This design comes from an exercise in tuning for small area and a short achievable clock period on the open sky130 flow, not from production work. In this exercise RTL edits were held to simulation tests only and were not proved equivalent to the original.

==> flow/constraint.sdc <==
create_clock -name core_clock -period 10.0 [get_ports {clk}]
set_input_delay 2.0000 -clock core_clock [delete_from_list [all_inputs] [get_ports {clk}]]
set_output_delay 2.0000 -clock core_clock [all_outputs]
set_load 0.01 [all_outputs]
==> flow/design.v <==
module alu (
    input  [31:0] m,       
    input  [31:0] acc,     
    input         sel_mul,  
    input         sel_m,    
    input         sel_a,    
    output [31:0] result
);
wire [17:0] b = {acc[15:0], 1'b0};
wire [7:0] one, two, ng;
genvar k;
generate for (k = 0; k < 8; k = k + 1) begin : enc
  assign one[k] = b[2*k+1] ^ b[2*k];
  assign two[k] = (b[2*k+2] & ~b[2*k+1] & ~b[2*k]) | (~b[2*k+2] & b[2*k+1] & b[2*k]);
  assign ng[k]  = b[2*k+2];
end endgenerate
wire [17:0] mx = {m[15], m[15:0], 1'b0};
wire pp0_0 = ((one[0] & mx[1]) | (two[0] & mx[0])) ^ ng[0];
wire pp0_1 = ((one[0] & mx[2]) | (two[0] & mx[1])) ^ ng[0];
wire pp0_2 = ((one[0] & mx[3]) | (two[0] & mx[2])) ^ ng[0];
wire pp0_3 = ((one[0] & mx[4]) | (two[0] & mx[3])) ^ ng[0];
wire pp0_4 = ((one[0] & mx[5]) | (two[0] & mx[4])) ^ ng[0];
wire pp0_5 = ((one[0] & mx[6]) | (two[0] & mx[5])) ^ ng[0];
wire pp0_6 = ((one[0] & mx[7]) | (two[0] & mx[6])) ^ ng[0];
wire pp0_7 = ((one[0] & mx[8]) | (two[0] & mx[7])) ^ ng[0];
wire pp0_8 = ((one[0] & mx[9]) | (two[0] & mx[8])) ^ ng[0];
wire pp0_9 = ((one[0] & mx[10]) | (two[0] & mx[9])) ^ ng[0];
wire pp0_10 = ((one[0] & mx[11]) | (two[0] & mx[10])) ^ ng[0];
wire pp0_11 = ((one[0] & mx[12]) | (two[0] & mx[11])) ^ ng[0];
wire pp0_12 = ((one[0] & mx[13]) | (two[0] & mx[12])) ^ ng[0];
wire pp0_13 = ((one[0] & mx[14]) | (two[0] & mx[13])) ^ ng[0];
wire pp0_14 = ((one[0] & mx[15]) | (two[0] & mx[14])) ^ ng[0];
wire pp0_15 = ((one[0] & mx[16]) | (two[0] & mx[15])) ^ ng[0];
wire pp0_16 = ~(((one[0] & mx[17]) | (two[0] & mx[16])) ^ ng[0]);
wire pp1_0 = ((one[1] & mx[1]) | (two[1] & mx[0])) ^ ng[1];
wire pp1_1 = ((one[1] & mx[2]) | (two[1] & mx[1])) ^ ng[1];
wire pp1_2 = ((one[1] & mx[3]) | (two[1] & mx[2])) ^ ng[1];
wire pp1_3 = ((one[1] & mx[4]) | (two[1] & mx[3])) ^ ng[1];
wire pp1_4 = ((one[1] & mx[5]) | (two[1] & mx[4])) ^ ng[1];
wire pp1_5 = ((one[1] & mx[6]) | (two[1] & mx[5])) ^ ng[1];
wire pp1_6 = ((one[1] & mx[7]) | (two[1] & mx[6])) ^ ng[1];
wire pp1_7 = ((one[1] & mx[8]) | (two[1] & mx[7])) ^ ng[1];
wire pp1_8 = ((one[1] & mx[9]) | (two[1] & mx[8])) ^ ng[1];
wire pp1_9 = ((one[1] & mx[10]) | (two[1] & mx[9])) ^ ng[1];
wire pp1_10 = ((one[1] & mx[11]) | (two[1] & mx[10])) ^ ng[1];
wire pp1_11 = ((one[1] & mx[12]) | (two[1] & mx[11])) ^ ng[1];
wire pp1_12 = ((one[1] & mx[13]) | (two[1] & mx[12])) ^ ng[1];
wire pp1_13 = ((one[1] & mx[14]) | (two[1] & mx[13])) ^ ng[1];
wire pp1_14 = ((one[1] & mx[15]) | (two[1] & mx[14])) ^ ng[1];
wire pp1_15 = ((one[1] & mx[16]) | (two[1] & mx[15])) ^ ng[1];
wire pp1_16 = ~(((one[1] & mx[17]) | (two[1] & mx[16])) ^ ng[1]);
wire pp2_0 = ((one[2] & mx[1]) | (two[2] & mx[0])) ^ ng[2];
wire pp2_1 = ((one[2] & mx[2]) | (two[2] & mx[1])) ^ ng[2];
wire pp2_2 = ((one[2] & mx[3]) | (two[2] & mx[2])) ^ ng[2];
wire pp2_3 = ((one[2] & mx[4]) | (two[2] & mx[3])) ^ ng[2];
wire pp2_4 = ((one[2] & mx[5]) | (two[2] & mx[4])) ^ ng[2];
wire pp2_5 = ((one[2] & mx[6]) | (two[2] & mx[5])) ^ ng[2];
wire pp2_6 = ((one[2] & mx[7]) | (two[2] & mx[6])) ^ ng[2];
wire pp2_7 = ((one[2] & mx[8]) | (two[2] & mx[7])) ^ ng[2];
wire pp2_8 = ((one[2] & mx[9]) | (two[2] & mx[8])) ^ ng[2];
wire pp2_9 = ((one[2] & mx[10]) | (two[2] & mx[9])) ^ ng[2];
wire pp2_10 = ((one[2] & mx[11]) | (two[2] & mx[10])) ^ ng[2];
wire pp2_11 = ((one[2] & mx[12]) | (two[2] & mx[11])) ^ ng[2];
wire pp2_12 = ((one[2] & mx[13]) | (two[2] & mx[12])) ^ ng[2];
wire pp2_13 = ((one[2] & mx[14]) | (two[2] & mx[13])) ^ ng[2];
wire pp2_14 = ((one[2] & mx[15]) | (two[2] & mx[14])) ^ ng[2];
wire pp2_15 = ((one[2] & mx[16]) | (two[2] & mx[15])) ^ ng[2];
wire pp2_16 = ~(((one[2] & mx[17]) | (two[2] & mx[16])) ^ ng[2]);
wire pp3_0 = ((one[3] & mx[1]) | (two[3] & mx[0])) ^ ng[3];
wire pp3_1 = ((one[3] & mx[2]) | (two[3] & mx[1])) ^ ng[3];
wire pp3_2 = ((one[3] & mx[3]) | (two[3] & mx[2])) ^ ng[3];
wire pp3_3 = ((one[3] & mx[4]) | (two[3] & mx[3])) ^ ng[3];
wire pp3_4 = ((one[3] & mx[5]) | (two[3] & mx[4])) ^ ng[3];
wire pp3_5 = ((one[3] & mx[6]) | (two[3] & mx[5])) ^ ng[3];
wire pp3_6 = ((one[3] & mx[7]) | (two[3] & mx[6])) ^ ng[3];
wire pp3_7 = ((one[3] & mx[8]) | (two[3] & mx[7])) ^ ng[3];
wire pp3_8 = ((one[3] & mx[9]) | (two[3] & mx[8])) ^ ng[3];
wire pp3_9 = ((one[3] & mx[10]) | (two[3] & mx[9])) ^ ng[3];
wire pp3_10 = ((one[3] & mx[11]) | (two[3] & mx[10])) ^ ng[3];
wire pp3_11 = ((one[3] & mx[12]) | (two[3] & mx[11])) ^ ng[3];
wire pp3_12 = ((one[3] & mx[13]) | (two[3] & mx[12])) ^ ng[3];
wire pp3_13 = ((one[3] & mx[14]) | (two[3] & mx[13])) ^ ng[3];
wire pp3_14 = ((one[3] & mx[15]) | (two[3] & mx[14])) ^ ng[3];
wire pp3_15 = ((one[3] & mx[16]) | (two[3] & mx[15])) ^ ng[3];
wire pp3_16 = ~(((one[3] & mx[17]) | (two[3] & mx[16])) ^ ng[3]);
wire pp4_0 = ((one[4] & mx[1]) | (two[4] & mx[0])) ^ ng[4];
wire pp4_1 = ((one[4] & mx[2]) | (two[4] & mx[1])) ^ ng[4];
wire pp4_2 = ((one[4] & mx[3]) | (two[4] & mx[2])) ^ ng[4];
wire pp4_3 = ((one[4] & mx[4]) | (two[4] & mx[3])) ^ ng[4];
wire pp4_4 = ((one[4] & mx[5]) | (two[4] & mx[4])) ^ ng[4];
wire pp4_5 = ((one[4] & mx[6]) | (two[4] & mx[5])) ^ ng[4];
wire pp4_6 = ((one[4] & mx[7]) | (two[4] & mx[6])) ^ ng[4];
wire pp4_7 = ((one[4] & mx[8]) | (two[4] & mx[7])) ^ ng[4];
wire pp4_8 = ((one[4] & mx[9]) | (two[4] & mx[8])) ^ ng[4];
wire pp4_9 = ((one[4] & mx[10]) | (two[4] & mx[9])) ^ ng[4];
wire pp4_10 = ((one[4] & mx[11]) | (two[4] & mx[10])) ^ ng[4];
wire pp4_11 = ((one[4] & mx[12]) | (two[4] & mx[11])) ^ ng[4];
wire pp4_12 = ((one[4] & mx[13]) | (two[4] & mx[12])) ^ ng[4];
wire pp4_13 = ((one[4] & mx[14]) | (two[4] & mx[13])) ^ ng[4];
wire pp4_14 = ((one[4] & mx[15]) | (two[4] & mx[14])) ^ ng[4];
wire pp4_15 = ((one[4] & mx[16]) | (two[4] & mx[15])) ^ ng[4];
wire pp4_16 = ~(((one[4] & mx[17]) | (two[4] & mx[16])) ^ ng[4]);
wire pp5_0 = ((one[5] & mx[1]) | (two[5] & mx[0])) ^ ng[5];
wire pp5_1 = ((one[5] & mx[2]) | (two[5] & mx[1])) ^ ng[5];
wire pp5_2 = ((one[5] & mx[3]) | (two[5] & mx[2])) ^ ng[5];
wire pp5_3 = ((one[5] & mx[4]) | (two[5] & mx[3])) ^ ng[5];
wire pp5_4 = ((one[5] & mx[5]) | (two[5] & mx[4])) ^ ng[5];
wire pp5_5 = ((one[5] & mx[6]) | (two[5] & mx[5])) ^ ng[5];
wire pp5_6 = ((one[5] & mx[7]) | (two[5] & mx[6])) ^ ng[5];
wire pp5_7 = ((one[5] & mx[8]) | (two[5] & mx[7])) ^ ng[5];
wire pp5_8 = ((one[5] & mx[9]) | (two[5] & mx[8])) ^ ng[5];
wire pp5_9 = ((one[5] & mx[10]) | (two[5] & mx[9])) ^ ng[5];
wire pp5_10 = ((one[5] & mx[11]) | (two[5] & mx[10])) ^ ng[5];
wire pp5_11 = ((one[5] & mx[12]) | (two[5] & mx[11])) ^ ng[5];
wire pp5_12 = ((one[5] & mx[13]) | (two[5] & mx[12])) ^ ng[5];
wire pp5_13 = ((one[5] & mx[14]) | (two[5] & mx[13])) ^ ng[5];
wire pp5_14 = ((one[5] & mx[15]) | (two[5] & mx[14])) ^ ng[5];
wire pp5_15 = ((one[5] & mx[16]) | (two[5] & mx[15])) ^ ng[5];
wire pp5_16 = ~(((one[5] & mx[17]) | (two[5] & mx[16])) ^ ng[5]);
wire pp6_0 = ((one[6] & mx[1]) | (two[6] & mx[0])) ^ ng[6];
wire pp6_1 = ((one[6] & mx[2]) | (two[6] & mx[1])) ^ ng[6];
wire pp6_2 = ((one[6] & mx[3]) | (two[6] & mx[2])) ^ ng[6];
wire pp6_3 = ((one[6] & mx[4]) | (two[6] & mx[3])) ^ ng[6];
wire pp6_4 = ((one[6] & mx[5]) | (two[6] & mx[4])) ^ ng[6];
wire pp6_5 = ((one[6] & mx[6]) | (two[6] & mx[5])) ^ ng[6];
wire pp6_6 = ((one[6] & mx[7]) | (two[6] & mx[6])) ^ ng[6];
wire pp6_7 = ((one[6] & mx[8]) | (two[6] & mx[7])) ^ ng[6];
wire pp6_8 = ((one[6] & mx[9]) | (two[6] & mx[8])) ^ ng[6];
wire pp6_9 = ((one[6] & mx[10]) | (two[6] & mx[9])) ^ ng[6];
wire pp6_10 = ((one[6] & mx[11]) | (two[6] & mx[10])) ^ ng[6];
wire pp6_11 = ((one[6] & mx[12]) | (two[6] & mx[11])) ^ ng[6];
wire pp6_12 = ((one[6] & mx[13]) | (two[6] & mx[12])) ^ ng[6];
wire pp6_13 = ((one[6] & mx[14]) | (two[6] & mx[13])) ^ ng[6];
wire pp6_14 = ((one[6] & mx[15]) | (two[6] & mx[14])) ^ ng[6];
wire pp6_15 = ((one[6] & mx[16]) | (two[6] & mx[15])) ^ ng[6];
wire pp6_16 = ~(((one[6] & mx[17]) | (two[6] & mx[16])) ^ ng[6]);
wire pp7_0 = ((one[7] & mx[1]) | (two[7] & mx[0])) ^ ng[7];
wire pp7_1 = ((one[7] & mx[2]) | (two[7] & mx[1])) ^ ng[7];
wire pp7_2 = ((one[7] & mx[3]) | (two[7] & mx[2])) ^ ng[7];
wire pp7_3 = ((one[7] & mx[4]) | (two[7] & mx[3])) ^ ng[7];
wire pp7_4 = ((one[7] & mx[5]) | (two[7] & mx[4])) ^ ng[7];
wire pp7_5 = ((one[7] & mx[6]) | (two[7] & mx[5])) ^ ng[7];
wire pp7_6 = ((one[7] & mx[7]) | (two[7] & mx[6])) ^ ng[7];
wire pp7_7 = ((one[7] & mx[8]) | (two[7] & mx[7])) ^ ng[7];
wire pp7_8 = ((one[7] & mx[9]) | (two[7] & mx[8])) ^ ng[7];
wire pp7_9 = ((one[7] & mx[10]) | (two[7] & mx[9])) ^ ng[7];
wire pp7_10 = ((one[7] & mx[11]) | (two[7] & mx[10])) ^ ng[7];
wire pp7_11 = ((one[7] & mx[12]) | (two[7] & mx[11])) ^ ng[7];
wire pp7_12 = ((one[7] & mx[13]) | (two[7] & mx[12])) ^ ng[7];
wire pp7_13 = ((one[7] & mx[14]) | (two[7] & mx[13])) ^ ng[7];
wire pp7_14 = ((one[7] & mx[15]) | (two[7] & mx[14])) ^ ng[7];
wire pp7_15 = ((one[7] & mx[16]) | (two[7] & mx[15])) ^ ng[7];
wire pp7_16 = ~(((one[7] & mx[17]) | (two[7] & mx[16])) ^ ng[7]);
wire ts5 = ng[6] ^ pp0_12;
wire s5 = ts5 ^ pp1_10;
wire c6 = (ng[6] & pp0_12) | (ts5 & pp1_10);
wire ts9 = pp0_13 ^ pp1_11;
wire s9 = ts9 ^ pp2_9;
wire c10 = (pp0_13 & pp1_11) | (ts9 & pp2_9);
wire ts13 = ng[7] ^ pp0_14;
wire s13 = ts13 ^ pp1_12;
wire c14 = (ng[7] & pp0_14) | (ts13 & pp1_12);
wire ts15 = pp2_10 ^ pp3_8;
wire s15 = ts15 ^ pp4_6;
wire c16 = (pp2_10 & pp3_8) | (ts15 & pp4_6);
wire ts19 = pp0_15 ^ pp1_13;
wire s19 = ts19 ^ pp2_11;
wire c20 = (pp0_15 & pp1_13) | (ts19 & pp2_11);
wire ts21 = pp3_9 ^ pp4_7;
wire s21 = ts21 ^ pp5_5;
wire c22 = (pp3_9 & pp4_7) | (ts21 & pp5_5);
wire ts25 = 1'b1 ^ pp0_16;
wire s25 = ts25 ^ pp1_14;
wire c26 = (1'b1 & pp0_16) | (ts25 & pp1_14);
wire ts27 = pp2_12 ^ pp3_10;
wire s27 = ts27 ^ pp4_8;
wire c28 = (pp2_12 & pp3_10) | (ts27 & pp4_8);
wire ts29 = pp5_6 ^ pp6_4;
wire s29 = ts29 ^ pp7_2;
wire c30 = (pp5_6 & pp6_4) | (ts29 & pp7_2);
wire ts31 = 1'b1 ^ pp1_15;
wire s31 = ts31 ^ pp2_13;
wire c32 = (1'b1 & pp1_15) | (ts31 & pp2_13);
wire ts33 = pp3_11 ^ pp4_9;
wire s33 = ts33 ^ pp5_7;
wire c34 = (pp3_11 & pp4_9) | (ts33 & pp5_7);
wire ts37 = pp1_16 ^ pp2_14;
wire s37 = ts37 ^ pp3_12;
wire c38 = (pp1_16 & pp2_14) | (ts37 & pp3_12);
wire ts39 = pp4_10 ^ pp5_8;
wire s39 = ts39 ^ pp6_6;
wire c40 = (pp4_10 & pp5_8) | (ts39 & pp6_6);
wire ts41 = 1'b1 ^ pp2_15;
wire s41 = ts41 ^ pp3_13;
wire c42 = (1'b1 & pp2_15) | (ts41 & pp3_13);
wire ts45 = pp2_16 ^ pp3_14;
wire s45 = ts45 ^ pp4_12;
wire c46 = (pp2_16 & pp3_14) | (ts45 & pp4_12);
wire ts53 = ng[4] ^ pp0_8;
wire s53 = ts53 ^ pp1_6;
wire c54 = (ng[4] & pp0_8) | (ts53 & pp1_6);
wire ts57 = pp0_9 ^ pp1_7;
wire s57 = ts57 ^ pp2_5;
wire c58 = (pp0_9 & pp1_7) | (ts57 & pp2_5);
wire ts61 = pp1_8 ^ pp2_6;
wire s61 = ts61 ^ pp3_4;
wire c62 = (pp1_8 & pp2_6) | (ts61 & pp3_4);
wire ts63 = pp4_2 ^ pp5_0;
wire s63 = ts63 ^ s1;
wire c64 = (pp4_2 & pp5_0) | (ts63 & s1);
wire ts65 = pp2_7 ^ pp3_5;
wire s65 = ts65 ^ pp4_3;
wire c66 = (pp2_7 & pp3_5) | (ts65 & pp4_3);
wire ts67 = pp5_1 ^ c2;
wire s67 = ts67 ^ s3;
wire c68 = (pp5_1 & c2) | (ts67 & s3);
wire ts69 = pp4_4 ^ pp5_2;
wire s69 = ts69 ^ pp6_0;
wire c70 = (pp4_4 & pp5_2) | (ts69 & pp6_0);
wire ts71 = c4 ^ s7;
wire s71 = ts71 ^ s5;
wire c72 = (c4 & s7) | (ts71 & s5);
wire ts73 = pp5_3 ^ pp6_1;
wire s73 = ts73 ^ c8;
wire c74 = (pp5_3 & pp6_1) | (ts73 & c8);
wire ts75 = s11 ^ c6;
wire s75 = ts75 ^ s9;
wire c76 = (s11 & c6) | (ts75 & s9);
wire ts77 = pp7_0 ^ c12;
wire s77 = ts77 ^ s17;
wire c78 = (pp7_0 & c12) | (ts77 & s17);
wire ts79 = c10 ^ s13;
wire s79 = ts79 ^ s15;
wire c80 = (c10 & s13) | (ts79 & s15);
wire ts81 = c18 ^ s23;
wire s81 = ts81 ^ c14;
wire c82 = (c18 & s23) | (ts81 & c14);
wire ts83 = c16 ^ s19;
wire s83 = ts83 ^ s21;
wire c84 = (c16 & s19) | (ts83 & s21);
wire ts85 = c24 ^ c20;
wire s85 = ts85 ^ c22;
wire c86 = (c24 & c20) | (ts85 & c22);
wire ts87 = s25 ^ s27;
wire s87 = ts87 ^ s29;
wire c88 = (s25 & s27) | (ts87 & s29);
wire ts89 = s35 ^ c26;
wire s89 = ts89 ^ c28;
wire c90 = (s35 & c26) | (ts89 & c28);
wire ts91 = c30 ^ s31;
wire s91 = ts91 ^ s33;
wire c92 = (c30 & s31) | (ts91 & s33);
wire ts93 = pp7_4 ^ c36;
wire s93 = ts93 ^ c32;
wire c94 = (pp7_4 & c36) | (ts93 & c32);
wire ts95 = c34 ^ s37;
wire s95 = ts95 ^ s39;
wire c96 = (c34 & s37) | (ts95 & s39);
wire ts97 = pp6_7 ^ pp7_5;
wire s97 = ts97 ^ s43;
wire c98 = (pp6_7 & pp7_5) | (ts97 & s43);
wire ts99 = c38 ^ c40;
wire s99 = ts99 ^ s41;
wire c100 = (c38 & c40) | (ts99 & s41);
wire ts101 = pp5_10 ^ pp6_8;
wire s101 = ts101 ^ pp7_6;
wire c102 = (pp5_10 & pp6_8) | (ts101 & pp7_6);
wire ts103 = c44 ^ c42;
wire s103 = ts103 ^ s45;
wire c104 = (c44 & c42) | (ts103 & s45);
wire ts105 = pp4_13 ^ pp5_11;
wire s105 = ts105 ^ pp6_9;
wire c106 = (pp4_13 & pp5_11) | (ts105 & pp6_9);
wire ts107 = pp7_7 ^ s47;
wire s107 = ts107 ^ c46;
wire c108 = (pp7_7 & s47) | (ts107 & c46);
wire ts109 = pp3_16 ^ pp4_14;
wire s109 = ts109 ^ pp5_12;
wire c110 = (pp3_16 & pp4_14) | (ts109 & pp5_12);
wire ts111 = pp6_10 ^ pp7_8;
wire s111 = ts111 ^ c48;
wire c112 = (pp6_10 & pp7_8) | (ts111 & c48);
wire ts113 = 1'b1 ^ pp4_15;
wire s113 = ts113 ^ pp5_13;
wire c114 = (1'b1 & pp4_15) | (ts113 & pp5_13);
wire ts117 = pp4_16 ^ pp5_14;
wire s117 = ts117 ^ pp6_12;
wire c118 = (pp4_16 & pp5_14) | (ts117 & pp6_12);
wire ts125 = pp1_4 ^ pp2_2;
wire s125 = ts125 ^ pp3_0;
wire c126 = (pp1_4 & pp2_2) | (ts125 & pp3_0);
wire ts127 = pp2_3 ^ pp3_1;
wire s127 = ts127 ^ c50;
wire c128 = (pp2_3 & pp3_1) | (ts127 & c50);
wire ts129 = pp4_0 ^ c52;
wire s129 = ts129 ^ s55;
wire c130 = (pp4_0 & c52) | (ts129 & s55);
wire ts131 = c56 ^ s59;
wire s131 = ts131 ^ c54;
wire c132 = (c56 & s59) | (ts131 & c54);
wire ts133 = c60 ^ c58;
wire s133 = ts133 ^ s61;
wire c134 = (c60 & c58) | (ts133 & s61);
wire ts135 = c62 ^ s65;
wire s135 = ts135 ^ c64;
wire c136 = (c62 & s65) | (ts135 & c64);
wire ts137 = c66 ^ s69;
wire s137 = ts137 ^ c68;
wire c138 = (c66 & s69) | (ts137 & c68);
wire ts139 = c70 ^ s73;
wire s139 = ts139 ^ c72;
wire c140 = (c70 & s73) | (ts139 & c72);
wire ts141 = c74 ^ s77;
wire s141 = ts141 ^ c76;
wire c142 = (c74 & s77) | (ts141 & c76);
wire ts143 = c78 ^ c80;
wire s143 = ts143 ^ s81;
wire c144 = (c78 & c80) | (ts143 & s81);
wire ts145 = c82 ^ c84;
wire s145 = ts145 ^ s85;
wire c146 = (c82 & c84) | (ts145 & s85);
wire ts147 = c86 ^ c88;
wire s147 = ts147 ^ s89;
wire c148 = (c86 & c88) | (ts147 & s89);
wire ts149 = c90 ^ c92;
wire s149 = ts149 ^ s93;
wire c150 = (c90 & c92) | (ts149 & s93);
wire ts151 = s97 ^ c94;
wire s151 = ts151 ^ c96;
wire c152 = (s97 & c94) | (ts151 & c96);
wire ts153 = s101 ^ c98;
wire s153 = ts153 ^ c100;
wire c154 = (s101 & c98) | (ts153 & c100);
wire ts155 = c102 ^ s105;
wire s155 = ts155 ^ c104;
wire c156 = (c102 & s105) | (ts155 & c104);
wire ts157 = c106 ^ s109;
wire s157 = ts157 ^ s111;
wire c158 = (c106 & s109) | (ts157 & s111);
wire ts159 = s115 ^ c110;
wire s159 = ts159 ^ s113;
wire c160 = (s115 & c110) | (ts159 & s113);
wire ts161 = pp7_10 ^ c116;
wire s161 = ts161 ^ c114;
wire c162 = (pp7_10 & c116) | (ts161 & c114);
wire ts163 = pp6_13 ^ pp7_11;
wire s163 = ts163 ^ s119;
wire c164 = (pp6_13 & pp7_11) | (ts163 & s119);
wire ts165 = pp5_16 ^ pp6_14;
wire s165 = ts165 ^ pp7_12;
wire c166 = (pp5_16 & pp6_14) | (ts165 & pp7_12);
wire ts173 = pp1_2 ^ pp2_0;
wire s173 = ts173 ^ s121;
wire c174 = (pp1_2 & pp2_0) | (ts173 & s121);
wire ts175 = pp2_1 ^ c122;
wire s175 = ts175 ^ s123;
wire c176 = (pp2_1 & c122) | (ts175 & s123);
wire ts177 = c124 ^ s49;
wire s177 = ts177 ^ s125;
wire c178 = (c124 & s49) | (ts177 & s125);
wire ts179 = s51 ^ c126;
wire s179 = ts179 ^ s127;
wire c180 = (s51 & c126) | (ts179 & s127);
wire ts181 = s53 ^ c128;
wire s181 = ts181 ^ s129;
wire c182 = (s53 & c128) | (ts181 & s129);
wire ts183 = s57 ^ c130;
wire s183 = ts183 ^ s131;
wire c184 = (s57 & c130) | (ts183 & s131);
wire ts185 = s63 ^ c132;
wire s185 = ts185 ^ s133;
wire c186 = (s63 & c132) | (ts185 & s133);
wire ts187 = s67 ^ c134;
wire s187 = ts187 ^ s135;
wire c188 = (s67 & c134) | (ts187 & s135);
wire ts189 = s71 ^ c136;
wire s189 = ts189 ^ s137;
wire c190 = (s71 & c136) | (ts189 & s137);
wire ts191 = s75 ^ c138;
wire s191 = ts191 ^ s139;
wire c192 = (s75 & c138) | (ts191 & s139);
wire ts193 = s79 ^ c140;
wire s193 = ts193 ^ s141;
wire c194 = (s79 & c140) | (ts193 & s141);
wire ts195 = s83 ^ c142;
wire s195 = ts195 ^ s143;
wire c196 = (s83 & c142) | (ts195 & s143);
wire ts197 = s87 ^ c144;
wire s197 = ts197 ^ s145;
wire c198 = (s87 & c144) | (ts197 & s145);
wire ts199 = s91 ^ c146;
wire s199 = ts199 ^ s147;
wire c200 = (s91 & c146) | (ts199 & s147);
wire ts201 = s95 ^ c148;
wire s201 = ts201 ^ s149;
wire c202 = (s95 & c148) | (ts201 & s149);
wire ts203 = s99 ^ c150;
wire s203 = ts203 ^ s151;
wire c204 = (s99 & c150) | (ts203 & s151);
wire ts205 = s103 ^ c152;
wire s205 = ts205 ^ s153;
wire c206 = (s103 & c152) | (ts205 & s153);
wire ts207 = s107 ^ c154;
wire s207 = ts207 ^ s155;
wire c208 = (s107 & c154) | (ts207 & s155);
wire ts209 = c108 ^ s157;
wire s209 = ts209 ^ c156;
wire c210 = (c108 & s157) | (ts209 & c156);
wire ts211 = c112 ^ s159;
wire s211 = ts211 ^ c158;
wire c212 = (c112 & s159) | (ts211 & c158);
wire ts213 = s117 ^ c160;
wire s213 = ts213 ^ s161;
wire c214 = (s117 & c160) | (ts213 & s161);
wire ts215 = c118 ^ s163;
wire s215 = ts215 ^ c162;
wire c216 = (c118 & s163) | (ts215 & c162);
wire ts217 = c120 ^ s165;
wire s217 = ts217 ^ c164;
wire c218 = (c120 & s165) | (ts217 & c164);
wire ts219 = pp7_13 ^ s167;
wire s219 = ts219 ^ c166;
wire c220 = (pp7_13 & s167) | (ts219 & c166);
wire ts221 = pp6_16 ^ pp7_14;
wire s221 = ts221 ^ c168;
wire c222 = (pp6_16 & pp7_14) | (ts221 & c168);
wire s1 = ng[5] ^ pp0_10;
wire c2 = ng[5] & pp0_10;
wire s3 = pp0_11 ^ pp1_9;
wire c4 = pp0_11 & pp1_9;
wire s7 = pp2_8 ^ pp3_6;
wire c8 = pp2_8 & pp3_6;
wire s11 = pp3_7 ^ pp4_5;
wire c12 = pp3_7 & pp4_5;
wire s17 = pp5_4 ^ pp6_2;
wire c18 = pp5_4 & pp6_2;
wire s23 = pp6_3 ^ pp7_1;
wire c24 = pp6_3 & pp7_1;
wire s35 = pp6_5 ^ pp7_3;
wire c36 = pp6_5 & pp7_3;
wire s43 = pp4_11 ^ pp5_9;
wire c44 = pp4_11 & pp5_9;
wire s47 = 1'b1 ^ pp3_15;
wire c48 = 1'b1 & pp3_15;
wire s49 = ng[3] ^ pp0_6;
wire c50 = ng[3] & pp0_6;
wire s51 = pp0_7 ^ pp1_5;
wire c52 = pp0_7 & pp1_5;
wire s55 = pp2_4 ^ pp3_2;
wire c56 = pp2_4 & pp3_2;
wire s59 = pp3_3 ^ pp4_1;
wire c60 = pp3_3 & pp4_1;
wire s115 = pp6_11 ^ pp7_9;
wire c116 = pp6_11 & pp7_9;
wire s119 = 1'b1 ^ pp5_15;
wire c120 = 1'b1 & pp5_15;
wire s121 = ng[2] ^ pp0_4;
wire c122 = ng[2] & pp0_4;
wire s123 = pp0_5 ^ pp1_3;
wire c124 = pp0_5 & pp1_3;
wire s167 = 1'b1 ^ pp6_15;
wire c168 = 1'b1 & pp6_15;
wire s169 = ng[1] ^ pp0_2;
wire c170 = ng[1] & pp0_2;
wire s171 = pp0_3 ^ pp1_1;
wire c172 = pp0_3 & pp1_1;
wire s223 = 1'b1 ^ pp7_15;
wire c224 = 1'b1 & pp7_15;
wire [31:0] tx = {1'b1, c224, c222, c220, c218, c216, c214, c212, c210, c208, c206, c204, c202, c200, c198, c196, c194, c192, c190, c188, c186, c184, c182, c180, c178, c176, c174, c172, c170, s169, pp0_1, ng[0]};
wire [31:0] ty = {1'b0, pp7_16, s223, s221, s219, s217, s215, s213, s211, s209, s207, s205, s203, s201, s199, s197, s195, s193, s191, s189, s187, s185, s183, s181, s179, s177, s175, s173, s171, pp1_0, 1'b0, pp0_0};
wire [31:0] x = sel_mul ? tx : (m & {32{sel_m}});
wire [31:0] y = sel_mul ? ty : (acc & {32{sel_a}});
wire [31:0] g = x & y;
wire [31:0] p = x ^ y;
wire [32:0] cy;
assign cy[0] = 1'b0;
assign cy[1] = g[0] | (p[0] & cy[0]);
assign cy[2] = g[1] | (p[1] & cy[1]);
assign cy[3] = g[2] | (p[2] & cy[2]);
assign cy[4] = g[3] | (p[3] & cy[3]);
assign cy[5] = g[4] | (p[4] & cy[4]);
assign cy[6] = g[5] | (p[5] & cy[5]);
wire G1_0 = g[7] | (p[7] & g[6]);
wire P1_0 = p[7] & p[6];
wire G3_2 = g[9] | (p[9] & g[8]);
wire P3_2 = p[9] & p[8];
wire G5_4 = g[11] | (p[11] & g[10]);
wire P5_4 = p[11] & p[10];
wire G7_6 = g[13] | (p[13] & g[12]);
wire P7_6 = p[13] & p[12];
wire G9_8 = g[15] | (p[15] & g[14]);
wire P9_8 = p[15] & p[14];
wire G11_10 = g[17] | (p[17] & g[16]);
wire P11_10 = p[17] & p[16];
wire G13_12 = g[19] | (p[19] & g[18]);
wire P13_12 = p[19] & p[18];
wire G15_14 = g[21] | (p[21] & g[20]);
wire P15_14 = p[21] & p[20];
wire G17_16 = g[23] | (p[23] & g[22]);
wire P17_16 = p[23] & p[22];
wire G19_18 = g[25] | (p[25] & g[24]);
wire P19_18 = p[25] & p[24];
wire G21_20 = g[27] | (p[27] & g[26]);
wire P21_20 = p[27] & p[26];
wire G23_22 = g[29] | (p[29] & g[28]);
wire P23_22 = p[29] & p[28];
wire G3_0 = G3_2 | (P3_2 & G1_0);
wire P3_0 = P3_2 & P1_0;
wire G7_4 = G7_6 | (P7_6 & G5_4);
wire P7_4 = P7_6 & P5_4;
wire G11_8 = G11_10 | (P11_10 & G9_8);
wire P11_8 = P11_10 & P9_8;
wire G15_12 = G15_14 | (P15_14 & G13_12);
wire P15_12 = P15_14 & P13_12;
wire G19_16 = G19_18 | (P19_18 & G17_16);
wire P19_16 = P19_18 & P17_16;
wire G23_20 = G23_22 | (P23_22 & G21_20);
wire P23_20 = P23_22 & P21_20;
wire G7_0 = G7_4 | (P7_4 & G3_0);
wire P7_0 = P7_4 & P3_0;
wire G15_8 = G15_12 | (P15_12 & G11_8);
wire P15_8 = P15_12 & P11_8;
wire G23_16 = G23_20 | (P23_20 & G19_16);
wire P23_16 = P23_20 & P19_16;
wire G15_0 = G15_8 | (P15_8 & G7_0);
wire P15_0 = P15_8 & P7_0;
wire G23_0 = G23_16 | (P23_16 & G15_0);
wire P23_0 = P23_16 & P15_0;
wire G11_0 = G11_8 | (P11_8 & G7_0);
wire P11_0 = P11_8 & P7_0;
wire G19_0 = G19_16 | (P19_16 & G15_0);
wire P19_0 = P19_16 & P15_0;
wire G5_0 = G5_4 | (P5_4 & G3_0);
wire P5_0 = P5_4 & P3_0;
wire G9_0 = G9_8 | (P9_8 & G7_0);
wire P9_0 = P9_8 & P7_0;
wire G13_0 = G13_12 | (P13_12 & G11_0);
wire P13_0 = P13_12 & P11_0;
wire G17_0 = G17_16 | (P17_16 & G15_0);
wire P17_0 = P17_16 & P15_0;
wire G21_0 = G21_20 | (P21_20 & G19_0);
wire P21_0 = P21_20 & P19_0;
wire G2_0 = g[8] | (p[8] & G1_0);
wire P2_0 = p[8] & P1_0;
wire G4_0 = g[10] | (p[10] & G3_0);
wire P4_0 = p[10] & P3_0;
wire G6_0 = g[12] | (p[12] & G5_0);
wire P6_0 = p[12] & P5_0;
wire G8_0 = g[14] | (p[14] & G7_0);
wire P8_0 = p[14] & P7_0;
wire G10_0 = g[16] | (p[16] & G9_0);
wire P10_0 = p[16] & P9_0;
wire G12_0 = g[18] | (p[18] & G11_0);
wire P12_0 = p[18] & P11_0;
wire G14_0 = g[20] | (p[20] & G13_0);
wire P14_0 = p[20] & P13_0;
wire G16_0 = g[22] | (p[22] & G15_0);
wire P16_0 = p[22] & P15_0;
wire G18_0 = g[24] | (p[24] & G17_0);
wire P18_0 = p[24] & P17_0;
wire G20_0 = g[26] | (p[26] & G19_0);
wire P20_0 = p[26] & P19_0;
wire G22_0 = g[28] | (p[28] & G21_0);
wire P22_0 = p[28] & P21_0;
wire G24_0 = g[30] | (p[30] & G23_0);
wire P24_0 = p[30] & P23_0;
assign cy[7] = g[6] | (p[6] & cy[6]);
assign cy[8] = G1_0 | (P1_0 & cy[6]);
assign cy[9] = G2_0 | (P2_0 & cy[6]);
assign cy[10] = G3_0 | (P3_0 & cy[6]);
assign cy[11] = G4_0 | (P4_0 & cy[6]);
assign cy[12] = G5_0 | (P5_0 & cy[6]);
assign cy[13] = G6_0 | (P6_0 & cy[6]);
assign cy[14] = G7_0 | (P7_0 & cy[6]);
assign cy[15] = G8_0 | (P8_0 & cy[6]);
assign cy[16] = G9_0 | (P9_0 & cy[6]);
assign cy[17] = G10_0 | (P10_0 & cy[6]);
assign cy[18] = G11_0 | (P11_0 & cy[6]);
assign cy[19] = G12_0 | (P12_0 & cy[6]);
assign cy[20] = G13_0 | (P13_0 & cy[6]);
assign cy[21] = G14_0 | (P14_0 & cy[6]);
assign cy[22] = G15_0 | (P15_0 & cy[6]);
assign cy[23] = G16_0 | (P16_0 & cy[6]);
assign cy[24] = G17_0 | (P17_0 & cy[6]);
assign cy[25] = G18_0 | (P18_0 & cy[6]);
assign cy[26] = G19_0 | (P19_0 & cy[6]);
assign cy[27] = G20_0 | (P20_0 & cy[6]);
assign cy[28] = G21_0 | (P21_0 & cy[6]);
assign cy[29] = G22_0 | (P22_0 & cy[6]);
assign cy[30] = G23_0 | (P23_0 & cy[6]);
assign cy[31] = G24_0 | (P24_0 & cy[6]);
assign result = p ^ cy[31:0];
endmodule
module instr_decoder
(
	input  [3:0] opcode,
	input        nzero,      
	output       sel_mul,    
	output       sel_m,      
	output       sel_a,      
	output       pc_load,
	output       mem_wr,
	output       push,
	output       pop
);
wire [15:0] d = 16'd1 << opcode;
assign sel_mul = d[4] | d[11];
assign sel_m   = d[1] | d[3] | d[9] | d[10];
assign sel_a   = ~(d[1] | d[9] | d[4] | d[11]);
assign pc_load = d[7] | (d[5] & nzero) | (d[6] & ~nzero);
assign mem_wr  = d[2] | d[8];
assign push    = d[8];
assign pop     = d[9] | d[10] | d[11];
endmodule
module pc
(
	input        clk, rst,
	input        load,
	input  [7:0] data,
	output [7:0] addr
);
reg [7:0] cnt;
always @ (posedge clk or posedge rst) begin
	if (rst)
		cnt <= 8'd0;
	else
		cnt <= load ? data : cnt + 8'd1;
end
assign addr = cnt;
endmodule
module stack_pointer
(
	input        clk, rst,
	input        push, pop,
	output [7:0] addr
);
reg  [7:0] top;                  
wire [7:0] top_dec = top - 8'd1;  
wire [7:0] top_inc = top + 8'd1;  
always @ (posedge clk or posedge rst) begin
	if (rst)
		top <= 8'd0;             
	else if (push)
		top <= top_dec;
	else if (pop)
		top <= top_inc;
end
assign addr = push ? top_dec : top;
endmodule
module processor
#(
	parameter DATA_WIDTH 	= 32,
	parameter OPCODE_WIDTH 	= 4,
	parameter ALU_OP_WIDTH  = 3,
	parameter DATAMEM_WIDTH = 8,
	parameter INSADDR_WIDTH	= 8,
	parameter INS_WIDTH		= OPCODE_WIDTH + DATAMEM_WIDTH
)
(
	input          clk, rst,
	input          [	INS_WIDTH-1:0] 	instr,
	output         [INSADDR_WIDTH-1:0] 	instr_addr,
	output         mem_wr,
	output         [ DATAMEM_WIDTH-1:0]	mem_addr,
	input  signed  [	DATA_WIDTH-1:0] mem_data_in,
	output signed  [	DATA_WIDTH-1:0] mem_data_out
);
wire sel_mul, sel_m, sel_a, pc_load, sp_push, sp_pop;
reg [DATA_WIDTH-1:0] acc;
instr_decoder id (.opcode(instr[11:8]), .nzero(|acc),
                  .sel_mul(sel_mul), .sel_m(sel_m), .sel_a(sel_a),
                  .pc_load(pc_load), .mem_wr(mem_wr),
                  .push(sp_push), .pop(sp_pop));
wire [DATA_WIDTH-1:0] alu_out;
alu alu (.m(mem_data_in), .acc(acc), .sel_mul(sel_mul), .sel_m(sel_m),
         .sel_a(sel_a), .result(alu_out));
always @ (posedge clk or posedge rst) begin
	if (rst)
		acc <= 0;
	else
		acc <= alu_out;
end
pc pc (.clk(clk), .rst(rst), .load(pc_load), .data(instr[7:0]), .addr(instr_addr));
wire [7:0] sp_addr;
stack_pointer data_sp (.clk(clk), .rst(rst), .push(sp_push), .pop(sp_pop), .addr(sp_addr));
assign mem_data_out = acc;
assign mem_addr     = (sp_push | sp_pop) ? sp_addr : instr[7:0];
endmodule
==> flow/flow/run.sh <==
#!/bin/bash
# Layout flow: the standard flow (standard.sh: ORFS synthesis to final
# layout, unchanged), with the port buffers made of plain buffers
# (sky130_fd_sc_hd__buf_N) instead of the delay buffer the resizer picks by
# default. Every input and output port still gets its own buffer.
export BUFFER_PORTS_ARGS="-buffer_cell sky130_fd_sc_hd__buf_${PORT_BUF:-2}"
bash standard.sh > standard.log 2>&1
==> flow/config.mk <==
export PLATFORM = sky130hd
export DESIGN_NAME = processor
export DESIGN_NICKNAME = processor
export VERILOG_FILES = /design/flow/design.v
export SDC_FILE = /design/flow/constraint.sdc
export NUM_CORES = 4
export LEC_CHECK = 0
export ABC_AREA = 1
export CAP_MARGIN = 20
export CORE_MARGIN = 2
export CORE_UTILIZATION = 60
export CTS_BUF_LIST = sky130_fd_sc_hd__clkbuf_4 sky130_fd_sc_hd__clkbuf_8
export SETUP_SLACK_MARGIN = 4
export SLEW_MARGIN = 20
==> flow/standard.sh <==
#!/bin/bash
# synth_recipe.tcl (not shown) runs the flow's synth.tcl, then flattens the netlist and writes it again
# the make line also repeats each setting of config.mk as NAME=value (left out here)
make -C /OpenROAD-flow-scripts/flow DESIGN_CONFIG=/design/flow/config.mk WORK_HOME=/design/flow/orfs CLKGATE_MAP_FILE= SYNTH_SCRIPT=/design/flow/synth_recipe.tcl "${@:-finish}"
==> out/metrics.cfg, run 1 <==
[run_status]
status=timing/DRC/antenna clean

[cts]
htree_levels=2
cts_num_sinks=48
clock_latency_ns=0.32
numCtsBuffers=5
cts-hold-fix-buffers=0
cts_root_buf=clkbuf_8
cts_tree=built
clock_path_buffers=2
clk_pin_slew_worst_paths_ns=0.10

[place]
gp_congestion=0.8808
io_buffers=94
hpwl_um=18470
dp_slack_ns=3.123

[critical_path]
path_buf_inv=3
end_kind=register
max_stage_delay_ns=0.56
cpLargestDelayFamily=adder cells
critPathArrivalTime_ns=6.18
cp_data_required_time_ns=10.21
start_kind=input pin
path_common_cell=nand2_1
critPathSlowestCell=fa_1
path_cells=buf_2, inv_8, o22ai_2, xor2_1, fa_1, fa_2, fa_1, fa_1, o22ai_1, ha_1, buf_4, nand3_1, nand2_1, a21oi_2, nand2_2, nand2_1, nand2_2, nand2_1, nand2_2, nand2_1, nand2_1, nand2_1, nand2_1
critPathKind=in2reg
path_max_fanout=17

[yosys]
synth_edf_count=0
synth.yosys.warnings=3
syn-mean-instance-area_sq_um=8.149
synth_top_cell_area_share_pct=21.82
netlist_area_sq_um=8532
ys_ff_latch=48
synthArstFlopShare_pct=100.0
synth_largest_area_cell=fa_1
ys_types=42
ys_seq_area_share_pct=14.08
syn_inst=1047
synth_flop_cell=dfrtp_1
synth_area_leaders=fa_1 (22%), xor2_1 (15%), dfrtp_1 (14%), o22ai_1 (11%), ha_1 (7.6%)
synth_nets=1238

[die]
num_io_pins=95
die-height_um=123.2
dieArea_sq_um=15190
core_area_sq_um=13880
start_util_pct=61.47
die-width_um=123.2
num_rows=43

[final_layout]
syn_to_final_growth_pct=18.48
antenna_cells=0
drive_gt1_share_pct=24.57
nets=1342

[global_route]
grt_pass1_wl_um=40900
grt_max_degree=49
grt_use_total_pct=35.34
grt_pass1_vias=7424
antenna_found_initial=0
overflow=0

[detailed_routing]
post-route-drc-count=0
routedWlPerCell_um=20.64
num_vias=8288
totalWireLength_um=27490
drtIter0Drc=927
antenna_left=0
firstDrtPassIters=6
via_per_inst=6.222

[sta]
setup_viol=0
rsz0062_at_grt=yes
fin_worst_skew_ns=0.01117
relSlewSlack_pct=36.72
period_needed_ns=5.971
fin_crit_sh_pct=59.71
finalMaxSlewViolations=0
fin_setup_tns_ns=0
final-hold-violation-count=0
fmax_mhz=167.5
worst_pin_slew_ns=0.9469
final.setup.worst_slack_ns=4.029

[run]
cap_violations=0

[worst_hold_path]
min_path_type=reg2reg

## worst paths after layout
kind	slack (ns)	from	cells past startpoint	endpoint
worst max register to register	4.11	acc[5]	25	acc[29]
min in group asynchronous	1.82	rst	2	data_sp.top[3]
worst max-delay path	4.03	mem_data_in[2]	23	acc[29]
worst min register to register	0.60	pc.cnt[0]	3	pc.cnt[0]
worst min-delay path	0.60	pc.cnt[0]	3	pc.cnt[0]
max in group asynchronous	7.60	rst	2	acc[7]
## per-layer routing
layer / track usage (%) / part of all wire (%) / vias to the layer above
li1: - / - / 3692
met1: 52.22 / 42 / 3941
met2: 52.37 / 44 / 551
met3: 5.904 / 10 / 104
met4: 12.36 / 4.1 / 0
met5: 0 / 0 / -
## cell type report
class | count | area (sq um)
flip-flops and latches | 48 | 1205
clock inverters | 2 | 13.76
clock buffers | 6 | 82.58
inverters | 153 | 760.7
repair buffers | 158 | 1010
repair inverters | 2 | 13.76
multi-input cells | 783 | 6798
well taps | 180 | 225.2
fillers | 1122 | 3772
## worst register-to-register path, cell delays in order, from the launching register on
cell	delay, ns
dfrtp_1	0.71
inv_6	0.21
nand2_2	0.16
nand2_1	0.06
nand2_1	0.70
o22ai_4	0.16
xor2_2	0.23
fa_1	0.51
fa_2	0.43
fa_1	0.50
fa_1	0.56
o22ai_1	0.11
ha_1	0.35
buf_4	0.17
nand3_1	0.08
nand2_1	0.10
a21oi_2	0.15
nand2_2	0.08
nand2_1	0.07
nand2_2	0.07
nand2_1	0.09
nand2_2	0.06
nand2_1	0.08
nand2_1	0.06
nand2_1	0.05
nand2_1	0.04
## cell usage in the layout, fill, tap and decap left out, types with 5 or more instances in the layout
master	netlist	layout
buf_2	10	90
nand3_1	25	24
o21ai_2	9	9
nand2_2	4	14
o22ai_1	150	123
nor3_1	8	7
o21ai_1	2	6
o22ai_2	0	22
o221ai_1	12	12
a21oi_1	20	17
nor2_1	30	28
buf_4	0	61
nand2_1	147	137
ha_1	52	51
clkbuf_8	0	6
inv_8	1	10
xor2_2	0	8
clkinv_8	0	6
inv_1	130	125
xor2_1	150	142
dfrtp_1	48	45
o22ai_4	0	5
fa_1	93	85
xnor2_1	10	10
o21ai_0	41	36
fa_2	0	8
## state kept, by name, indices dropped and copies added, names as in the netlist
name and cells:
acc 32, pc.cnt 8, data_sp.top 8
## stage by stage
step           std cells  hold WS (ns)  util, %  area, sq um
5_1_grt             1332        0.6357    72.82        10110
2_1_floorplan       1047        0.5625        -         8536
3_3_place_gp        1262        0.5738    64.63         8971
4_1_cts             1275        0.6004    66.73         9263
6_report            1332        0.6027    72.82        10110
3_5_place_dp        1262        0.5831    64.63         8971
## logic make-up after synthesis
group | Yosys count | share of synthesized area [%]
buffers and inverters | 216 | 10.40
XOR/XNOR | 160 | 16.42
flip-flops | 48 | 14.08
AO/OA/AOI/OAI | 247 | 18.07
AND/OR/NAND/NOR | 231 | 11.59
adder cells (fa/ha/maj) | 145 | 29.45
## synth_stat cells (2+ instances only)
cell and n:
nand4_1 4, nor2_1 30, nor3_1 8, fa_1 93, o221ai_1 12, o22ai_1 150, xnor2_1 10, a21oi_1 20
buf_1 9, xor2_1 150, o21ai_2 9, o21ai_1 2, ha_1 52, nand2_2 4, and2_1 2, buf_2 10
a22o_1 2, a21o_1 2, inv_1 130, buf_6 4, o211ai_1 3, inv_6 2, nand2_4 3, nand3_1 25
a31oi_1 2, clkbuf_1 39, nor4_2 2, dfrtp_1 48, o21ai_0 41, clkinv_1 15, nor4_1 4, nand2_1 147
inv_2 4
## repair_timing
action                     in CTS  in global routing
cloned                          1                  2
pin swaps                       5                 38
setup endpoints to repair      20                 17
setup buffers                   4                 55
resized for setup              48                 97
==> run 2, diff against run 1 <==
--- a/flow/config.mk
+++ b/flow/config.mk
@@ -8,7 +8,7 @@
 export ABC_AREA = 1
 export CAP_MARGIN = 20
 export CORE_MARGIN = 2
-export CORE_UTILIZATION = 60
+export CORE_UTILIZATION = 40
 export CTS_BUF_LIST = sky130_fd_sc_hd__clkbuf_4 sky130_fd_sc_hd__clkbuf_8
 export SETUP_SLACK_MARGIN = 4
 export SLEW_MARGIN = 20
==> out/metrics.cfg, run 2 <==
[critical_path]
path_common_cell=nand2_1
start_kind=input pin
r2r_start=acc[13]
critPathArrivalTime_ns=6.07  ; -0.11 ns
path_max_fanout=16  ; -1
reg2reg_to=acc[25]
r2r_cells=22  ; -12%
end_kind=register
max_stage_delay_ns=0.51  ; -0.05 ns
path_cells=buf_2, inv_8, o22ai_2, xor2_1, fa_1, inv_1, fa_2, fa_1, fa_1, o22ai_2, ha_1, nand2_2, a21oi_1, nor2_1, nand3_2, buf_4, nand2_1, inv_1, o21ai_0, nand2_1, nand2_1, a21o_1, nand2_1
critPathKind=in2reg
r2r_slack_ns=4.30  ; +0.19 ns
cp_data_required_time_ns=10.23  ; +0.02 ns
critPathSlowestCell=fa_1

[global_route]
grt_pass1_vias=7836  ; +5.5%
grt_use_total_pct=24.55  ; -11 points
grt_pass1_wl_um=43010  ; +5.1%
grt_max_degree=49  ; unchanged
overflow=0  ; unchanged
antenna_found_initial=0  ; unchanged

[die]
start_util_pct=40.72  ; -21 points
num_io_pins=95  ; unchanged
num_rows=53  ; +23%
die-width_um=150.0  ; +22%
core_area_sq_um=20960  ; +51%
dieArea_sq_um=22510  ; +48%
die-height_um=150.0  ; +22%

[final_layout]
final_cell_mix=xor2_1 (145), nand2_1 (139), inv_1 (126), o22ai_1 (126), buf_2 (92)
layout.cells.non_filler=1389  ; +4.3%
max_flop_register=acc
syn_to_final_growth_pct=15.76
post-route-util_pct=47.13  ; -26 points
num-fill-cells=2130  ; +90%
final_common_cell=xor2_1
largest_register_ffs=32  ; unchanged
nets=1304  ; -2.8%
drive_gt1_share_pct=21.01  ; -3.6 points
reg_top3=acc x32, data_sp.top x8, pc.cnt x8
antenna_cells=0  ; unchanged
fin_area_sq_um=9877  ; -2.3%

[detailed_routing]
antenna_left=0  ; unchanged
via_per_inst=5.704  ; -8.3%
totalWireLength_um=27030  ; -1.7%
firstDrtPassIters=5  ; -1
post-route-drc-count=0  ; unchanged
num_vias=7923  ; -4.4%
routedWlPerCell_um=19.46  ; -5.7%
drtIter0Drc=700  ; -24%

[cts]
cts_num_sinks=48  ; unchanged
clock_path_buffers=2  ; unchanged
cts_root_buf=clkbuf_8
clk_pin_slew_worst_paths_ns=0.11  ; about the same
htree_levels=2  ; unchanged
cts-hold-fix-buffers=0  ; unchanged
clock_latency_ns=0.35  ; +0.03 ns
cts_tree=built
numCtsBuffers=5  ; unchanged

[yosys]
netlist_area_sq_um=8532  ; unchanged
synth.top_cells.by_count=o22ai_1 (150), xor2_1 (150), nand2_1 (147)
synth_edf_count=0  ; unchanged
synth.yosys.warnings=3  ; unchanged
syn_inst=1047  ; unchanged
synth_largest_area_cell=fa_1
ys_ff_latch=48  ; unchanged
synth_nets=1238  ; unchanged
synth_area_leaders=fa_1 (22%), xor2_1 (15%), dfrtp_1 (14%), o22ai_1 (11%), ha_1 (7.6%)
synth_flop_cell=dfrtp_1
synth_top_cell_area_share_pct=21.82  ; unchanged
synthArstFlopShare_pct=100.0  ; unchanged
ys_seq_area_share_pct=14.08  ; unchanged
syn-mean-instance-area_sq_um=8.149  ; unchanged
ys_types=42  ; unchanged

[sta]
final-hold-violation-count=0  ; unchanged
fin_crit_sh_pct=58.38  ; -1.3 points
finalMaxSlewViolations=0  ; unchanged
relSlewSlack_pct=29.20  ; -7.5 points
setup_viol=0  ; unchanged
worst_pin_slew_ns=1.055  ; +0.1080 ns
final.setup.worst_slack_ns=4.162  ; +0.1334 ns
fin_worst_skew_ns=0.01998  ; +0.008811 ns
period_needed_ns=5.838  ; -0.1334 ns
fin_hold_ws_ns=0.6016  ; -0.001153 ns
fmax_mhz=171.3  ; +2.3%
fin_setup_tns_ns=0  ; unchanged
rsz0062_at_grt=yes

[worst_hold_path]
hold_depth=3  ; unchanged
hold_end=pc.cnt[7]
min_path_type=reg2reg
hold_path_startpoint=pc.cnt[7]

[place]
dp_slack_ns=2.466  ; -0.6564 ns
hpwl_um=19200  ; +4.0%
io_buffers=94  ; unchanged
placed_cell_area_sq_um=9112  ; +1.6%
placed_cells=1360  ; +7.8%
gp_congestion=0.9300  ; +5.6%

[run_status]
status=timing/DRC/antenna clean

[run]
cap_violations=0  ; unchanged

run 2: repair_timing:
item                                   4_1_cts  5_1_grt
resized for setup                           42       74
setup buffers                                3       13
gates cloned                                 3        2
setup endpoints to repair                   26       15
endpoints found under the hold margin        0        0
pin swaps                                    1       28
run 2: metal layers:
layer	part of all wire (%)	track usage (%)	wire length [um]
met1	44	34.26	11840
met2	46	39.63	12490
met3	8.1	3.872	2179
met4	1.9	6.557	526
met5	0	0	0
run 2: worst max path at each step:
stage,startpoint,to,slack [ns],cells past startpoint
after CTS,instr[10],acc[29],4.04,30
after global routing,mem_data_in[7],acc[31],3.95,24
after global placement,instr[10],acc[31],2.53,30
final,mem_data_in[11],acc[17],4.16,23
after floorplan,mem_data_in[10],acc[29],4.01,23
after detailed placement,instr[10],acc[31],2.47,30
run 2: critical path, delay by kind of cell:
| kind | cells | cell delay [ns] |
|---|---|---|
| fa+ha+maj | 5 | 2.20 |
| simple gates | 7 | 0.64 |
| buf+inv | 5 | 0.55 |
| compound gates | 5 | 0.49 |
| xor+xnor | 1 | 0.20 |
run 2: kinds of logic after synthesis:
logic type,share of synthesized area (%)
buffers and inverters,10.40
AOI/OAI and AO/OA,18.07
and+or+nand+nor,11.59
adders and majority gates,29.45
DFF,14.08
xor gates and xnor gates,16.42
run 2: final cells by class:
| class | count | area [sq um] | area share (%) |
|---|---|---|---|
| inverter | 153 | 710.7 | 7.195 |
| timing repair inverter | 4 | 26.28 | 0.2660 |
| multi-input combinational | 783 | 6738 | 68.22 |
| sequential | 48 | 1204 | 12.19 |
| clock inverter | 3 | 68.82 | 0.6967 |
| timing repair buffer | 118 | 716.9 | 7.259 |
| clock buffer | 5 | 68.82 | 0.6967 |
| tap | 275 | 344.1 | 3.484 |
==> run 3, diff against run 2 <==
==> flow/flow/run.sh (replaced) <==
#!/bin/bash
# Layout flow: the standard flow (standard.sh: ORFS synthesis to final
# layout, unchanged), with the port buffers made of plain buffers
# (sky130_fd_sc_hd__buf_N) instead of the delay buffer the resizer picks by
# default. Every input and output port still gets its own buffer.
export BUFFER_PORTS_ARGS="-buffer_cell sky130_fd_sc_hd__buf_1"
bash standard.sh > standard.log 2>&1
==> out/metrics.cfg, run 3 <==
[run_status]
status=timing/DRC/antenna clean

[final_layout]
fin_area_sq_um=10370  ; +5.0%
num-fill-cells=2065  ; -3.1%
antenna_cells=0  ; unchanged
drive_gt1_share_pct=20.17  ; -0.84 points
final_common_cell=xor2_1
nets=1370  ; +5.1%
final_cell_mix=xor2_1 (147), nand2_1 (138), inv_1 (124)
max_flop_register=acc
largest_register_ffs=32  ; unchanged
syn_to_final_growth_pct=21.59
post-route-util_pct=49.50  ; +2.4 points
reg_top3=acc x32, data_sp.top x8, pc.cnt x8

[yosys]
synth_nets=1238  ; unchanged
syn_inst=1047  ; unchanged
ys_seq_area_share_pct=14.08  ; unchanged
synth_top_cell_area_share_pct=21.82  ; unchanged
synth_flop_cell=dfrtp_1
ys_types=42  ; unchanged
synth.yosys.warnings=3  ; unchanged
synthArstFlopShare_pct=100.0  ; unchanged
synth_largest_area_cell=fa_1
synth_edf_count=0  ; unchanged
ys_ff_latch=48  ; unchanged
synth_area_leaders=fa_1 (22%), xor2_1 (15%), dfrtp_1 (14%), o22ai_1 (11%), ha_1 (7.6%)
syn-mean-instance-area_sq_um=8.149  ; unchanged
synth.top_cells.by_count=o22ai_1 (150), xor2_1 (150), nand2_1 (147)
netlist_area_sq_um=8532  ; unchanged

[critical_path]
end_kind=register
r2r_start=acc[5]
critPathKind=in2reg
reg2reg_to=acc[29]
start_kind=input pin
r2r_cells=28  ; +27%
cp_data_required_time_ns=10.25  ; +0.02 ns
r2r_slack_ns=4.32  ; +0.02 ns
critPathArrivalTime_ns=6.05  ; -0.02 ns
path_max_fanout=8  ; -8

[sta]
period_needed_ns=5.796  ; -0.04204 ns
setup_viol=0  ; unchanged
final-hold-violation-count=0  ; unchanged
fin_hold_ws_ns=0.5966  ; -0.004967 ns
rsz0062_at_grt=no
fin_worst_skew_ns=0.01711  ; -0.002868 ns
worst_pin_slew_ns=0.9841  ; -0.07086 ns
fmax_mhz=172.5  ; +0.73%
fin_setup_tns_ns=0  ; unchanged
finalMaxSlewViolations=0  ; unchanged
fin_crit_sh_pct=57.96  ; -0.42 points
relSlewSlack_pct=33.96  ; +4.8 points

[global_route]
grt_use_total_pct=24.82  ; +0.28 points
overflow=0  ; unchanged
grt_pass1_wl_um=43220  ; +0.50%
grt_pass1_vias=7848  ; +0.15%
grt_max_degree=49  ; unchanged
antenna_found_initial=0  ; unchanged

[detailed_routing]
post-route-drc-count=0  ; unchanged
num_vias=8339  ; +5.3%
routedWlPerCell_um=20.11  ; +3.3%
antenna_left=0  ; unchanged
via_per_inst=5.731  ; +0.48%
firstDrtPassIters=6  ; +1
totalWireLength_um=29250  ; +8.2%
drtIter0Drc=1008  ; +44%

[worst_hold_path]
hold_end=pc.cnt[7]
hold_path_startpoint=pc.cnt[7]
hold_depth=3  ; unchanged
min_path_type=reg2reg

[cts]
clock_latency_ns=0.36  ; about the same
numCtsBuffers=5  ; unchanged
clock_path_buffers=2  ; unchanged
clk_pin_slew_worst_paths_ns=0.11  ; about the same
cts_root_buf=clkbuf_8
cts-hold-fix-buffers=0  ; unchanged
cts_tree=built
htree_levels=2  ; unchanged
cts_num_sinks=48  ; unchanged

[die]
num_io_pins=95  ; unchanged
core_area_sq_um=20960  ; unchanged
die-height_um=150.0  ; unchanged
start_util_pct=40.72  ; unchanged
die-width_um=150.0  ; unchanged
num_rows=53  ; unchanged
dieArea_sq_um=22510  ; unchanged

[run]
cap_violations=0  ; unchanged

[place]
placed_cell_area_sq_um=8987  ; -1.4%
hpwl_um=19220  ; about the same
gp_congestion=0.9333  ; +0.35%
io_buffers=94  ; unchanged

==> run 3: cell types whose count changed in the layout (fill, tap and decap cells not counted), moves of 3 or more <==
cell	before	now
buf_1	0	78
buf_2	92	3
buf_4	20	79
clkbuf_2	0	4
clkbuf_4	0	4
clkinv_2	0	6
fa_1	85	77
fa_2	8	16
inv_2	4	7
o22ai_1	126	120
o22ai_4	2	6
==> run 3: worst max path at each step <==
stage                     cells past startpoint             from  endpoint  slack, ns
after floorplan                              23  mem_data_in[10]   acc[29]       4.01
after global placement                       29         instr[8]   acc[29]       2.49
after detailed placement                     29         instr[8]   acc[29]       2.42
after CTS                                    24   mem_data_in[8]   acc[29]       4.00
after global routing                         24   mem_data_in[6]   acc[31]       3.95
final                                        23   mem_data_in[6]   acc[29]       4.20
==> run 3: layout make-up <==
| cell class | count | area (sq um) | share of cell area (%) |
|---|---|---|---|
| Sequential cell | 48 | 1205 | 11.62 |
| Clock buffer | 5 | 68.82 | 0.6634 |
| Inverter | 153 | 728.2 | 7.020 |
| Multi-Input combinational cell | 783 | 6808 | 65.63 |
| Tap cell | 275 | 344.1 | 3.317 |
| Timing Repair inverter | 12 | 71.32 | 0.6875 |
| Clock inverter | 3 | 68.82 | 0.6634 |
| Timing Repair Buffer | 176 | 1080 | 10.41 |
==> run 3: cells by family after synthesis <==
logic type,after synthesis,synth area share [%]
compound gates,247,18.07
xor+xnor,160,16.42
fa+ha+maj,145,29.45
buf+inv,216,10.40
flops,48,14.08
simple gates,231,11.59
==> run 3: worst max-delay path: stages <==
cell	delay, ns
clkbuf_2	0.11
clkinv_4	0.10
buf_4	0.15
o22ai_2	0.13
xor2_1	0.25
fa_2	0.49
fa_2	0.39
fa_2	0.55
fa_1	0.40
o22ai_1	0.18
ha_1	0.28
nand3_1	0.11
nand2_2	0.07
a21oi_2	0.14
nand2_2	0.12
nand2_2	0.08
nand2_2	0.08
nand2_1	0.07
nand2_1	0.08
nand2_1	0.08
nand2_1	0.05
nand2_1	0.05
nand2_1	0.04
==> run 3: what timing repair did <==
action / CTS / global route
setup buffers: 12 / 63
cloned: 1 / 12
setup endpoints to repair: 26 / 17
resized for setup: 44 / 138
pin swaps: 1 / 47
==> run 3: metrics by stage <==
step | worst slack [ns] | std cells
after global routing | 3.947 | 1455
after floorplan | 4.014 | 1047
after CTS | 4.002 | 1380
final | 4.204 | 1455
after global placement | 2.492 | 1359
after detailed placement | 2.424 | 1359
==> run 3: routing by layer <==
layer,up-vias,wire [um],track usage (%)
met1,4049,12130,34.33
li1,3763,-,-
met4,0,937,7.547
met3,71,2810,5.244
met5,-,0,0
met2,456,13370,39.02

## re-timing with driven ports
No port has a modelled driver above. Below, the same layouts with a new extraction and two added sets of constraints.
Step 1, drivers: a clkbuf_16 drives clk and a buf_2 each remaining input, both assumed.
Step 2 also shifts input and output timing later by t, the mid clock arrival at the registers, as if the neighbouring blocks saw the same clock.
Three values: ideal ports, drivers, drivers and shift; two values: the first two.
run	t (ns)	slack for setup (ns)	worst slew at a driven data input, ns
run 1	0.353	4.029 / 4.045 / 3.692	0.05
run 2	0.381	4.162 / 4.186 / 3.805	0.04
run 3	0.390	4.204 / 4.224 / 3.834	0.06
After both steps every run listed still meets setup and hold. The setup slack of run 3, which loses most, moves by +0.020 ns with the drivers and by -0.370 ns with both steps.
